Source: an optimization exercise on an open RTL-to-GDS flow (aim: small area). Production flows keep margins and buffers that such runs may drop. Where RTL was checked, it was by simulation tests only, not by an equivalence proof against the original. Power is estimated from default activity; no workload was simulated.

== job 103 ==
==> flow/design.v <==
module Register
#(
	parameter WORD_LENGTH = 32
)
(
	input enable,
	input enable_n,
	input [WORD_LENGTH-1 : 0] Data_Input,
	input [WORD_LENGTH-1 : 0] Data_Current,
	output [WORD_LENGTH-1 : 0] Data_Next
);
assign Data_Next = (Data_Input & {WORD_LENGTH{enable}}) | (Data_Current & {WORD_LENGTH{enable_n}});
endmodule
module Mux32to1
#(
	parameter WORD_LENGTH = 32
)
(
	input [31:0] Select_n,
	input [32*WORD_LENGTH-1 : 0] Data_n,
	output [WORD_LENGTH-1 : 0] Mux_Output
);
genvar b, j;
generate
	for (b = 0; b < WORD_LENGTH; b = b + 1) begin : Bit
		wire [15:0] pair_n;
		wire [3:0] group;
		for (j = 0; j < 16; j = j + 1) begin : Pair
			OAI22 Gate (
				.A1(Data_n[(2*j)*WORD_LENGTH + b]), .A2(Select_n[2*j]),
				.B1(Data_n[(2*j+1)*WORD_LENGTH + b]), .B2(Select_n[2*j+1]),
				.Y(pair_n[j])
			);
		end
		for (j = 0; j < 4; j = j + 1) begin : Group
			NOR4 Gate (.A(pair_n[4*j]), .B(pair_n[4*j+1]), .C(pair_n[4*j+2]), .D(pair_n[4*j+3]), .Y(group[j]));
		end
		NAND4 Out (.A(group[0]), .B(group[1]), .C(group[2]), .D(group[3]), .Y(Mux_Output[b]));
	end
endgenerate
endmodule
module OAI22 (input A1, input A2, input B1, input B2, output Y);
assign Y = ~((A1 | A2) & (B1 | B2));
endmodule
module NOR4 (input A, input B, input C, input D, output Y);
assign Y = ~(A | B | C | D);
endmodule
module NAND4 (input A, input B, input C, input D, output Y);
assign Y = ~(A & B & C & D);
endmodule
module Register_File
#(
	parameter WORD_LENGTH = 32,
	parameter NBITS = 5
)
(
	input clk,
	input reset,
	input [NBITS-1 : 0] Read_Reg1,
	input [NBITS-1 : 0] Read_Reg2,
	input [NBITS-1 : 0] Write_Reg,
	input [WORD_LENGTH-1 : 0] Write_Data,
	input Write,
	output [WORD_LENGTH-1 : 0] Read_Data1,
	output [WORD_LENGTH-1 : 0] Read_Data2
);
wire [WORD_LENGTH-1 : 0] Write_Data_n = ~Write_Data;
wire [32*WORD_LENGTH-1 : 0] Words_n;
wire [31:0] Write_Enable;
wire [31:0] Write_Enable_n;
wire [31:0] Select1_n;
wire [31:0] Select2_n;
reg  [31:0] Valid;
genvar i;
generate
	for (i = 0; i < 32; i = i + 1) begin : Register
		reg  [WORD_LENGTH-1 : 0] Data_reg_n;
		wire [WORD_LENGTH-1 : 0] Data_next_n;
		assign Write_Enable[i]   = Write & (Write_Reg == i);
		assign Write_Enable_n[i] = ~Write_Enable[i];
		assign Select1_n[i] = ~(Valid[i] & (Read_Reg1 == i));
		assign Select2_n[i] = ~(Valid[i] & (Read_Reg2 == i));
		Register #(.WORD_LENGTH(WORD_LENGTH)) RegisterUnit (
			.enable(Write_Enable[i]),
			.enable_n(Write_Enable_n[i]),
			.Data_Input(Write_Data_n),
			.Data_Current(Data_reg_n),
			.Data_Next(Data_next_n)
		);
		always @(posedge clk)
			Data_reg_n <= Data_next_n;
		assign Words_n[i*WORD_LENGTH +: WORD_LENGTH] = Data_reg_n;
	end
endgenerate
always @(posedge clk or negedge reset) begin
	if (reset == 1'b0)
		Valid <= 32'd0;
	else
		Valid <= Valid | Write_Enable;
end
Mux32to1 #(.WORD_LENGTH(WORD_LENGTH)) Mux_Read_Register_Number1 (
	.Select_n(Select1_n),
	.Data_n(Words_n),
	.Mux_Output(Read_Data1)
);
Mux32to1 #(.WORD_LENGTH(WORD_LENGTH)) Mux_Read_Register_Number2 (
	.Select_n(Select2_n),
	.Data_n(Words_n),
	.Mux_Output(Read_Data2)
);
endmodule
Settings: LEC_CHECK=0, CAP_MARGIN=20, CORE_MARGIN=2, CORE_UTILIZATION=40, SETUP_SLACK_MARGIN=0.4, SLEW_MARGIN=20, SYNTH_HIERARCHICAL=1; clock period 6.0 ns.
run.sh (not shown) runs the stock make flow with config.mk's settings and CLKGATE_MAP_FILE= SYNTH_SCRIPT=/design/flow/synth_recipe.tcl, a recipe that flattens the netlist after the stock synthesis.
Here is what was changed in the inputs of job 105 compared with job 103.
==> flow/design.v, changed modules only <==
module Mux32to1
#(
	parameter WORD_LENGTH = 32
)
(
	input [31:0] Select_n,
	input [32*WORD_LENGTH-1 : 0] Data_n,
	output [WORD_LENGTH-1 : 0] Mux_Output
);
genvar b, j;
generate
	for (b = 0; b < WORD_LENGTH; b = b + 1) begin : Bit
		wire [15:0] pair;
		for (j = 0; j < 16; j = j + 1) begin : Pair
			OAI22 Gate (
				.A1(Data_n[(2*j)*WORD_LENGTH + b]), .A2(Select_n[2*j]),
				.B1(Data_n[(2*j+1)*WORD_LENGTH + b]), .B2(Select_n[2*j+1]),
				.Y(pair[j])
			);
		end
		OR16 Out (.A(pair), .Y(Mux_Output[b]));
	end
endgenerate
endmodule
module OR16 (input [15:0] A, output Y);
assign Y = |A;
endmodule
// module NOR4 removed
// module NAND4 removed
Findings:
Job 105 vs job 103: maximum operating frequency up slightly. Post-detailed-routing wire length, job 103 and job 105, higher one = job 103. Of the two values seen for critical path endpoint, Read_Data2[12] was produced by job 103 and Read_Data1[31] by job 105. Status: leakage power of the design parity (job 103, job 105). Of job 103 and job 105, job 103 shows the lower logic gate share of total power, with job 105 above it. Diff job 103 and job 105: tightest slew margin relative to the limit lower in job 105. Job 103 → job 105: actual transition at the worst max-transition pin increased 0.014 ns, share of power burned in the clock network decreased 0.7 points, internal power of the cells decreased 0.61%, peak per-stage delay on the critical path increased 0.02 ns, global-route total usage across every layer increased 0.26 points. For the share of cell area taken by flip-flops and latches, job 105 came in 0.87 points higher than job 103 did. In job 105, the post-synthesis cell area came out 0.0016 mm² below the value in job 103. The lower post-route clock period utilization came out of job 105.
No functional check of the RTL was part of job 103.


Another version of the RTL of Register_File (not shown whole).
For scale: about 1100 flip-flops, about 110 I/O pins, roughly 40000 µm² of cells after synthesis.
==> flow/design.v (excerpt) <==
module Register_File
#(
	parameter WORD_LENGTH = 32,
	parameter NBITS = 5
)
(
	input clk,
	input reset,
	input [NBITS-1 : 0] Read_Reg1,
	input [NBITS-1 : 0] Read_Reg2,
	input [NBITS-1 : 0] Write_Reg,
	input [WORD_LENGTH-1 : 0] Write_Data,
	input Write,
	output [WORD_LENGTH-1 : 0] Read_Data1,
	output [WORD_LENGTH-1 : 0] Read_Data2
);
==> module Register, before the edit <==
module Register
(
	input enable,
	input enable_n,
	input Data_Input,
	input Data_Current,
	output Data_Next
);
assign Data_Next = (Data_Input & enable) | (Data_Current & enable_n);
endmodule
==> module Register_File, before the edit <==
module Register_File
#(
	parameter WORD_LENGTH = 32,
	parameter NBITS = 5
)
(
	input clk,
	input reset,
	input [NBITS-1 : 0] Read_Reg1,
	input [NBITS-1 : 0] Read_Reg2,
	input [NBITS-1 : 0] Write_Reg,
	input [WORD_LENGTH-1 : 0] Write_Data,
	input Write,
	output [WORD_LENGTH-1 : 0] Read_Data1,
	output [WORD_LENGTH-1 : 0] Read_Data2
);
wire [WORD_LENGTH-1 : 0] Write_Data_n = ~Write_Data;
wire [32*WORD_LENGTH-1 : 0] Words_n;
wire [31:0] Write_Enable;
wire [31:0] Write_Enable_n;
wire [31:0] Select1_n;
wire [31:0] Select2_n;
reg  [31:0] Valid;
genvar i, b;
generate
	for (i = 0; i < 32; i = i + 1) begin : Register
		reg  [WORD_LENGTH-1 : 0] Data_reg_n;
		wire [WORD_LENGTH-1 : 0] Data_next_n;
		assign Write_Enable[i]   = Write & (Write_Reg == i);
		assign Write_Enable_n[i] = ~Write_Enable[i];
		assign Select1_n[i] = ~(Valid[i] & (Read_Reg1 == i));
		assign Select2_n[i] = ~(Valid[i] & (Read_Reg2 == i));
		for (b = 0; b < WORD_LENGTH; b = b + 1) begin : Bit
			Register RegisterUnit (
				.enable(Write_Enable[i]),
				.enable_n(Write_Enable_n[i]),
				.Data_Input(Write_Data_n[b]),
				.Data_Current(Data_reg_n[b]),
				.Data_Next(Data_next_n[b])
			);
		end
		always @(posedge clk)
			Data_reg_n <= Data_next_n;
		assign Words_n[i*WORD_LENGTH +: WORD_LENGTH] = Data_reg_n;
	end
endgenerate
always @(posedge clk or negedge reset) begin
	if (reset == 1'b0)
		Valid <= 32'd0;
	else
		Valid <= Valid | Write_Enable;
end
Mux32to1 #(.WORD_LENGTH(WORD_LENGTH)) Mux_Read_Register_Number1 (
	.Select_n(Select1_n),
	.Data_n(Words_n),
	.Mux_Output(Read_Data1)
);
Mux32to1 #(.WORD_LENGTH(WORD_LENGTH)) Mux_Read_Register_Number2 (
	.Select_n(Select2_n),
	.Data_n(Words_n),
	.Mux_Output(Read_Data2)
);
endmodule
Settings: LEC_CHECK=0, CAP_MARGIN=20, CORE_MARGIN=2, CORE_UTILIZATION=55, SETUP_SLACK_MARGIN=0.2, SLEW_MARGIN=20, SYNTH_HIERARCHICAL=1; clock period 6.0 ns.
standard.sh (not shown) runs the stock make flow with config.mk's settings and CLKGATE_MAP_FILE= SYNTH_SCRIPT=/design/flow/synth_recipe.tcl, a recipe that flattens the netlist after the stock synthesis.
==> flow/flow/run.sh <==
#!/bin/bash
# Own layout flow: the standard ORFS flow (standard.sh, unchanged synthesis,
# floorplan, power grid and tap cells) with these changes:
#  - ports are buffered with the smallest buffer (buf_1) instead of the
#    default choice;
#  - clock tree synthesis without dummy loads;


# make's full output goes to flow.log in the work folder; each ORFS step also
# writes its own log under orfs/logs/.
set -euo pipefail
bash standard.sh \
  "BUFFER_PORTS_ARGS=-buffer_cell sky130_fd_sc_hd__buf_1" \
  "CTS_ARGS=-sink_clustering_enable -repair_clock_nets -buf_list {sky130_fd_sc_hd__clkbuf_16} -sink_clustering_size 24 -sink_clustering_max_diameter 90 -dont_use_dummy_load" \
  finish > flow.log 2>&1
Change:
--- a/flow/design.v
+++ b/flow/design.v
@@ -1,14 +1,17 @@
 module Register
+#(
+	parameter WORD_LENGTH = 32
+)
 (
 	input enable,
 	input enable_n,
-	input Data_Input,
-	input Data_Current,
-	output Data_Next
+	input [WORD_LENGTH-1 : 0] Data_Input,
+	input [WORD_LENGTH-1 : 0] Data_Current,
+	output [WORD_LENGTH-1 : 0] Data_Next
 );
-assign Data_Next = (Data_Input & enable) | (Data_Current & enable_n);
+assign Data_Next = (Data_Input & {WORD_LENGTH{enable}}) | (Data_Current & {WORD_LENGTH{enable_n}});
 endmodule
 module Mux32to1
 #(
 	parameter WORD_LENGTH = 32
 )
@@ -59,28 +62,26 @@
 wire [31:0] Write_Enable;
 wire [31:0] Write_Enable_n;
 wire [31:0] Select1_n;
 wire [31:0] Select2_n;
 reg  [31:0] Valid;
-genvar i, b;
+genvar i;
 generate
 	for (i = 0; i < 32; i = i + 1) begin : Register
 		reg  [WORD_LENGTH-1 : 0] Data_reg_n;
 		wire [WORD_LENGTH-1 : 0] Data_next_n;
 		assign Write_Enable[i]   = Write & (Write_Reg == i);
 		assign Write_Enable_n[i] = ~Write_Enable[i];
 		assign Select1_n[i] = ~(Valid[i] & (Read_Reg1 == i));
 		assign Select2_n[i] = ~(Valid[i] & (Read_Reg2 == i));
-		for (b = 0; b < WORD_LENGTH; b = b + 1) begin : Bit
-			Register RegisterUnit (
-				.enable(Write_Enable[i]),
-				.enable_n(Write_Enable_n[i]),
-				.Data_Input(Write_Data_n[b]),
-				.Data_Current(Data_reg_n[b]),
-				.Data_Next(Data_next_n[b])
-			);
-		end
+		Register #(.WORD_LENGTH(WORD_LENGTH)) RegisterUnit (
+			.enable(Write_Enable[i]),
+			.enable_n(Write_Enable_n[i]),
+			.Data_Input(Write_Data_n),
+			.Data_Current(Data_reg_n),
+			.Data_Next(Data_next_n)
+		);
 		always @(posedge clk)
 			Data_reg_n <= Data_next_n;
 		assign Words_n[i*WORD_LENGTH +: WORD_LENGTH] = Data_reg_n;
 	end
 endgenerate
What happened: The changed run finished clean; worst hold slack got worse by 0.013 ns; cell count rose by 0.61%; total power fell by 0.55%; flip-flop and latch count is unchanged; utilization fell by 3.4 points; routed wire length rose by 0.83%; combinational power fell by about 2%; via count fell by 1.7%; clock-buffer cell count stays the same; clock skew does not change; design area fell by 0.86%; non-clock buffer count fell by 37; die area rose by 5.5%; global-route usage fell by 1.8 points.

## afterwards: timing with drivers on the ports
The results above use ideal ports. As a check the final layouts listed here were re-extracted and re-timed, cells and wires unchanged.
Step 1 sets driving cells, clkbuf_16 on the clock port and buf_2 on the other inputs (assumed; they add their load-dependent delay and slew).
Step 2, shift: input delay + t, output delay - t, t = (earliest + latest rising clock arrival at the registers) / 2. This alone moves slack from input paths to output paths.
a / b / c = no drivers / after step 1 / after step 2; a / b = the first two.
run | t (ns) | setup slack, ns | worst hold slack (ns) | latest minus earliest clock arrival (ns)
job 103 | 0.787 | 0.253 / 0.152 / 0.152 | 0.498 / 0.498 / 0.498 | 0.027 / 0.028
job 105 | 0.782 | 0.334 / 0.312 / 0.312 | 0.495 / 0.495 / 0.495 | 0.039 / 0.039
the first run of note 2 | 0.724 | 0.480 / 0.439 / 0.439 | 0.502 / 0.502 / 0.502 | 0.060 / 0.060
the second run of note 2 | 0.718 | 0.509 / 0.469 / 0.469 | 0.489 / 0.489 / 0.489 | 0.058 / 0.058
After both steps setup and hold are still met in every run listed. For job 103, which loses most, drivers alone change the setup slack by -0.101 ns; drivers and shift together by -0.101 ns.
